Source: an optimization exercise on an open RTL-to-GDS flow (aim: small area, a short achievable clock period and few clock cycles). Production flows keep margins and buffers that such runs may drop. RTL that was checked went through simulation tests only; none was proved equivalent to the original.

## old
## posit_top
module posit_top#(
  parameter posit_width = 16,  
  parameter es = 1  
)(
  input clk,
  input reset,
  input start,
  input [1:0] opcode,  
  input [posit_width - 1 : 0] a, b,
  output reg done,
  output zero,
  output [posit_width - 1 : 0] result
);
wire [14:0] div_n, div_d;
wire enc_sign, nar, muldiv_zero, add_zero;
wire [5:0] enc_sf;
wire [13:0] enc_m;
reg busy1, busy2, busy3;
reg [14:0] r_reg, d_reg;
reg [13:0] q_reg;
reg sign_reg, nar_reg, mdz_reg, addz_reg;
reg [5:0] sf_reg;
reg [13:0] m_reg;
wire [5:0] sf_out = sf_reg + {5'd0, m_reg[13]};
wire [11:0] f_out = m_reg[13] ? m_reg[12:1] : m_reg[11:0];
wire [15:0] enc_ans;
posit_encoder enc (.sign(sign_reg), .sf(sf_out), .f(f_out), .ans(enc_ans));
assign result = nar_reg ? 16'h8000 : (mdz_reg | addz_reg) ? 16'h0000 : enc_ans;
assign zero = addz_reg | (~mdz_reg & sf_out[5] & (sf_out[4:2] == 3'b000));
wire [14:0] r4, r5;
wire [13:0] q4, q5;
divider #(.STEPS(4)) div_b4 (.r_in(r_reg), .q_in(q_reg), .d(d_reg), .r_out(r4), .q_out(q4));
  ...
==> module posit_arithmetic_operator, before the edit <==
module posit_arithmetic_operator (
  input [1:0] opcode,
  input [15:0] a, b,
  input [13:0] div_q,          
  output [14:0] div_n, div_d,  
  output enc_sign,             
  output [5:0] enc_sf,
  output [13:0] enc_m,
  output nar,                  
  output muldiv_zero,          
  output add_zero              
);
wire [14:0] ta, tb;
wire [5:0] sfa, sfb;
wire [11:0] fa, fb;
wire za, zb, na, nb;
posit_extraction ea (.x(a), .t(ta), .sf(sfa), .f(fa), .zero(za), .nar(na));
posit_extraction eb (.x(b), .t(tb), .sf(sfb), .f(fb), .zero(zb), .nar(nb));
wire sa = a[15];
wire sb = b[15];
wire a_gt_b, a_eq_b;
pgt #(15) cmp (.a(ta), .b(tb), .gt(a_gt_b), .eq(a_eq_b));
wire eff_sub = sa ^ sb ^ opcode[0];
wire sum_zero = a_eq_b & eff_sub;
wire [5:0] sfg = a_gt_b ? sfa : sfb;
wire [11:0] fg = a_gt_b ? fa : fb;
wire [11:0] fs = a_gt_b ? fb : fa;
wire [5:0] d_ab = sfa - sfb;
wire [5:0] d_ba = sfb - sfa;
wire [5:0] shift = a_gt_b ? d_ab : d_ba;
wire [14:0] G = {2'b01, fg, 1'b0};
wire [14:0] S_full = {2'b01, fs, 1'b0};
wire [5:0] sfg_m1 = sfg - 6'd1;
wire [5:0] sfg_m2 = sfg - 6'd2;
wire [14:0] S = (shift[5:4] != 2'b00) ? 15'd0 : (S_full >> shift[3:0]);
wire [11:0] po_a, po_b;
pfx_or #(12) poa (.in(fa), .out(po_a));
pfx_or #(12) pob (.in(fb), .out(po_b));
wire [11:0] po_s = a_gt_b ? po_b : po_a;
wire [15:0] sticky_tab = {2'b11, po_s, 2'b00};
wire sticky = shift[5] ? 1'b0 : shift[4] ? (shift[3:0] != 4'hf) : sticky_tab[shift[3:0]];
wire [14:0] V;
padd #(15) addsub (.a(G), .b(S ^ {15{eff_sub}}), .cin(eff_sub & ~sticky), .s(V), .cout());
wire [11:0] f_far = V[14] ? V[13:2] : V[13] ? V[12:1] : V[11:0];
wire [5:0] sf_far = V[14] ? sfg : V[13] ? sfg_m1 : sfg_m2;
wire [14:0] Sn = (sfa[0] ^ sfb[0]) ? {1'b0, S_full[14:1]} : S_full;
wire [14:0] Vn;
padd #(15) subn (.a(G), .b(~Sn), .cin(1'b1), .s(Vn), .cout());
wire [14:0] nx = opcode[1] ? {div_q, 1'b0} : Vn;
wire [4:0] lzn;
CLZ #(15) clzn (.in(nx), .lz(lzn));
wire [14:0] nxn = nx << lzn[3:0];
wire [11:0] f_norm = nxn[13:2];
wire [11:0] f_near = f_norm;
wire [5:0] sf_near = sfg - {2'b0, lzn[3:0]};
wire near = eff_sub & (shift[5:1] == 5'd0);
wire [11:0] f_as = near ? f_near : f_far;
wire [5:0] sf_as = near ? sf_near : sf_far;
wire [25:0] P;
mul13 mul (.a(fa), .b(fb), .p(P));
wire [5:0] md_sf;
posit_scalar scal (.div(opcode[0]), .a_sf(sfa), .b_sf(sfb), .md_sf(md_sf));
wire fb_gt_fa;
pgt #(12) cmpf (.a(fb), .b(fa), .gt(fb_gt_fa), .eq());
wire lt = a_gt_b & fb_gt_fa;
assign div_n = {1'b1, fa, 2'b0};
assign div_d = lt ? {2'b01, fb, 1'b0} : {1'b1, fb, 2'b0};
wire [11:0] f_d = f_norm;
wire [5:0] sf_d = md_sf - {5'b0, lt} - 6'd1;
reg [13:0] m_r;
reg [5:0] sf_r;
reg s_r;
always @* begin
  case (opcode)
    2'b10: begin m_r = P[25:12]; sf_r = md_sf; s_r = sa ^ sb; end
    2'b11: begin m_r = {1'b1, f_d, 1'b0}; sf_r = sf_d; s_r = sa ^ sb; end
    default: begin
      if (za | zb) begin m_r = {1'b1, fg, 1'b0}; sf_r = sfg_m1; end
      else begin m_r = {1'b1, f_as, 1'b0}; sf_r = sf_as; end
      s_r = a_gt_b ? sa : (sb ^ opcode[0]);
    end
  endcase
end
assign enc_sign = s_r;
assign enc_sf = sf_r;
assign enc_m = m_r;
assign nar = na | nb;
assign muldiv_zero = opcode[1] & (za | zb);
assign add_zero = ~opcode[1] & sum_zero;
endmodule
==> module posit_encoder, before the edit <==
module posit_encoder (
  input sign,
  input [5:0] sf,
  input [11:0] f,
  output [15:0] ans
);
wire neg = sf[5];
wire [3:0] sh = sf[4:1] ^ {4{neg}};
wire [14:0] w = {~neg, neg, sf[0], f};
wire [29:0] wx = {{15{~neg}}, w} >> sh;
wire [15:0] t = {1'b0, wx[14:0]};
wire [15:0] lower_any;
genvar i;
generate
  for (i = 0; i < 16; i = i + 1) begin : neg_b
    if (i == 0) assign lower_any[i] = 1'b0;
    else assign lower_any[i] = lower_any[i - 1] | t[i - 1];
  end
endgenerate
assign ans = t ^ ({16{sign}} & lower_any);
endmodule
clock: 10.5 ns
lec_check: 0
abc_area: 1
cap_margin: 20
core_margin: 2
core_utilization: 40
setup_slack_margin: 1.5
slew_margin: 20
tns_end_percent: 5
standard.sh (not shown) runs the stock make flow with config.mk's settings and CLKGATE_MAP_FILE= SYNTH_SCRIPT=/design/flow/synth_recipe.tcl, a recipe that flattens the netlist after the stock synthesis.
==> flow/flow/run.sh <==
#!/bin/bash
# Layout flow: the standard layout (standard.sh), with one synthesis
# setting changed: ADDER_MAP_FILE is left empty, so Yosys does not extract
# full/half adders into sky130 fa/ha cells and ABC maps the arithmetic into
# ordinary gates (faster carry paths). Everything else, including the
# registers the synthesis makes, is the standard flow's.
set -euo pipefail
cd "$(dirname "$0")/.."
sed 's/CLKGATE_MAP_FILE= /CLKGATE_MAP_FILE= ADDER_MAP_FILE= /' standard.sh > standard_noadder.sh
grep -q 'ADDER_MAP_FILE= ' standard_noadder.sh
bash standard_noadder.sh > flow_orfs.log 2>&1 || { tail -50 flow_orfs.log; exit 1; }
test -f out/final.def
Inputs modified between old and new:
==> flow/design.v, changed modules only <==
module posit_arithmetic_operator (
  input [1:0] opcode,
  input [15:0] a, b,
  input [13:0] div_q,          
  output [14:0] div_n, div_d,  
  output enc_sign,             
  output [5:0] enc_sf,
  output [13:0] enc_m,
  output nar,                  
  output muldiv_zero,          
  output add_zero              
);
wire [14:0] ta, tb;
wire [5:0] sfa, sfb;
wire [11:0] fa, fb;
wire za, zb, na, nb;
posit_extraction ea (.x(a), .t(ta), .sf(sfa), .f(fa), .zero(za), .nar(na));
posit_extraction eb (.x(b), .t(tb), .sf(sfb), .f(fb), .zero(zb), .nar(nb));
wire sa = a[15];
wire sb = b[15];
wire a_gt_b, a_eq_b;
pgt #(15) cmp (.a(ta), .b(tb), .gt(a_gt_b), .eq(a_eq_b));
wire eff_sub = sa ^ sb ^ opcode[0];
wire sum_zero = a_eq_b & eff_sub;
wire [5:0] sfg = a_gt_b ? sfa : sfb;
wire [11:0] fg = a_gt_b ? fa : fb;
wire [11:0] fs = a_gt_b ? fb : fa;
wire [5:0] d_ab = sfa - sfb;
wire [5:0] d_ba = sfb - sfa;
wire [5:0] shift = a_gt_b ? d_ab : d_ba;
wire [14:0] G = {2'b01, fg, 1'b0};
wire [14:0] S_full = {2'b01, fs, 1'b0};
wire [5:0] sfg_m1 = sfg - 6'd1;
wire [5:0] sfg_m2 = sfg - 6'd2;
wire [14:0] S = (shift[5:4] != 2'b00) ? 15'd0 : (S_full >> shift[3:0]);
wire [11:0] po_a, po_b;
pfx_or #(12) poa (.in(fa), .out(po_a));
pfx_or #(12) pob (.in(fb), .out(po_b));
wire [11:0] po_s = a_gt_b ? po_b : po_a;
wire [15:0] sticky_tab = {2'b11, po_s, 2'b00};
wire sticky = shift[5] ? 1'b0 : shift[4] ? (shift[3:0] != 4'hf) : sticky_tab[shift[3:0]];
wire [14:0] V;
padd #(15) addsub (.a(G), .b(S ^ {15{eff_sub}}), .cin(eff_sub & ~sticky), .s(V), .cout());
wire [11:0] f_far = V[14] ? V[13:2] : V[13] ? V[12:1] : V[11:0];
wire [5:0] sf_far = V[14] ? sfg : V[13] ? sfg_m1 : sfg_m2;
wire [4:0] lzn;
CLZ #(15) clzn (.in(V), .lz(lzn));
wire [14:0] Vnn = V << lzn[3:0];
wire [11:0] f_near = Vnn[13:2];
wire [5:0] sf_near = sfg - {2'b0, lzn[3:0]};
wire near = eff_sub & (shift[5:1] == 5'd0);
wire [11:0] f_as = near ? f_near : f_far;
wire [5:0] sf_as = near ? sf_near : sf_far;
wire [25:0] P;
mul13 mul (.a(fa), .b(fb), .p(P));
wire [5:0] md_sf;
posit_scalar scal (.div(opcode[0]), .a_sf(sfa), .b_sf(sfb), .md_sf(md_sf));
wire fb_gt_fa;
pgt #(12) cmpf (.a(fb), .b(fa), .gt(fb_gt_fa), .eq());
wire lt = a_gt_b & fb_gt_fa;
assign div_n = {1'b1, fa, 2'b0};
assign div_d = lt ? {2'b01, fb, 1'b0} : {1'b1, fb, 2'b0};
wire [4:0] lzh;
CLZ #(10) clzq (.in(div_q[13:4]), .lz(lzh));
wire [13:0] qn_h = div_q << lzh[3:0];
wire [2:0] qn_l = div_q[3] ? div_q[2:0] : div_q[2] ? {div_q[1:0], 1'b0} : div_q[1] ? {div_q[0], 2'b0} : 3'b0;
wire [11:0] f_d = (div_q[13:4] != 10'd0) ? qn_h[12:1] : {qn_l, 9'b0};
wire [5:0] sf_d = md_sf - {5'b0, lt} - 6'd1;
reg [13:0] m_r;
reg [5:0] sf_r;
reg s_r;
always @* begin
  case (opcode)
    2'b10: begin m_r = P[25:12]; sf_r = md_sf; s_r = sa ^ sb; end
    2'b11: begin m_r = {1'b1, f_d, 1'b0}; sf_r = sf_d; s_r = sa ^ sb; end
    default: begin
      if (za | zb) begin m_r = {1'b1, fg, 1'b0}; sf_r = sfg_m1; end
      else begin m_r = {1'b1, f_as, 1'b0}; sf_r = sf_as; end
      s_r = a_gt_b ? sa : (sb ^ opcode[0]);
    end
  endcase
end
assign enc_sign = s_r;
assign enc_sf = sf_r;
assign enc_m = m_r;
assign nar = na | nb;
assign muldiv_zero = opcode[1] & (za | zb);
assign add_zero = ~opcode[1] & sum_zero;
endmodule
module posit_encoder (
  input sign,
  input [5:0] sf,
  input [11:0] f,
  output [15:0] ans
);
wire neg = sf[5];
wire [3:0] sh = sf[4:1] ^ {4{neg}};
wire [14:0] w = {~neg, neg, sf[0], f};
wire [29:0] wx = {{15{~neg}}, w} >> sh;
wire [15:0] t = {1'b0, wx[14:0]};
wire [15:0] any_le;
pfx_or #(16) po (.in(t), .out(any_le));
wire [15:0] lower_any = {any_le[14:0], 1'b0};
assign ans = t ^ ({16{sign}} & lower_any);
endmodule
## What came out
- new completed; timing, DRC and antenna clean
- From old to new the numbers moved as follows: area of the die went down; via count decreased by about 3% relative to the old numbers.
- The setup slack of new is smaller than that of old.
- ~same share of the yosys chip area belonging to registers in old and new
Testbench counts of new, summed over its fixed seeds: cycles 46,265.
No functional check of the RTL was part of old.

## afterwards: timing with drivers on the ports
The flow's constraints put no driver on any port. The routed layouts listed below were extracted and timed again, unchanged, in two steps.
Step 1 assumes that a clkbuf_16 drives the clock port and a buf_2 every other input.
Step 2 adds t to the input delays and takes it off the output delays; t is the mean of the earliest and latest rising clock arrival at the registers after step 1. Input paths then give back, and output paths get back, about the clock's delay inside the block.
Slacks: no drivers / after step 1 / after step 2; pairs: no drivers / after step 1.
| run | t (ns) | setup slack, ns | worst hold slack (ns) |
|---|---|---|---|
| old | 0.403 | 1.963 / 1.997 / 1.595 | 0.374 / 0.374 / 0.374 |
| new | 0.364 | 1.802 / 1.822 / 1.457 | 0.375 / 0.375 / 0.375 |
After both steps setup and hold are still met in every run listed. The setup slack of old, which loses most, moves by +0.034 ns with the drivers and by -0.368 ns with both steps.
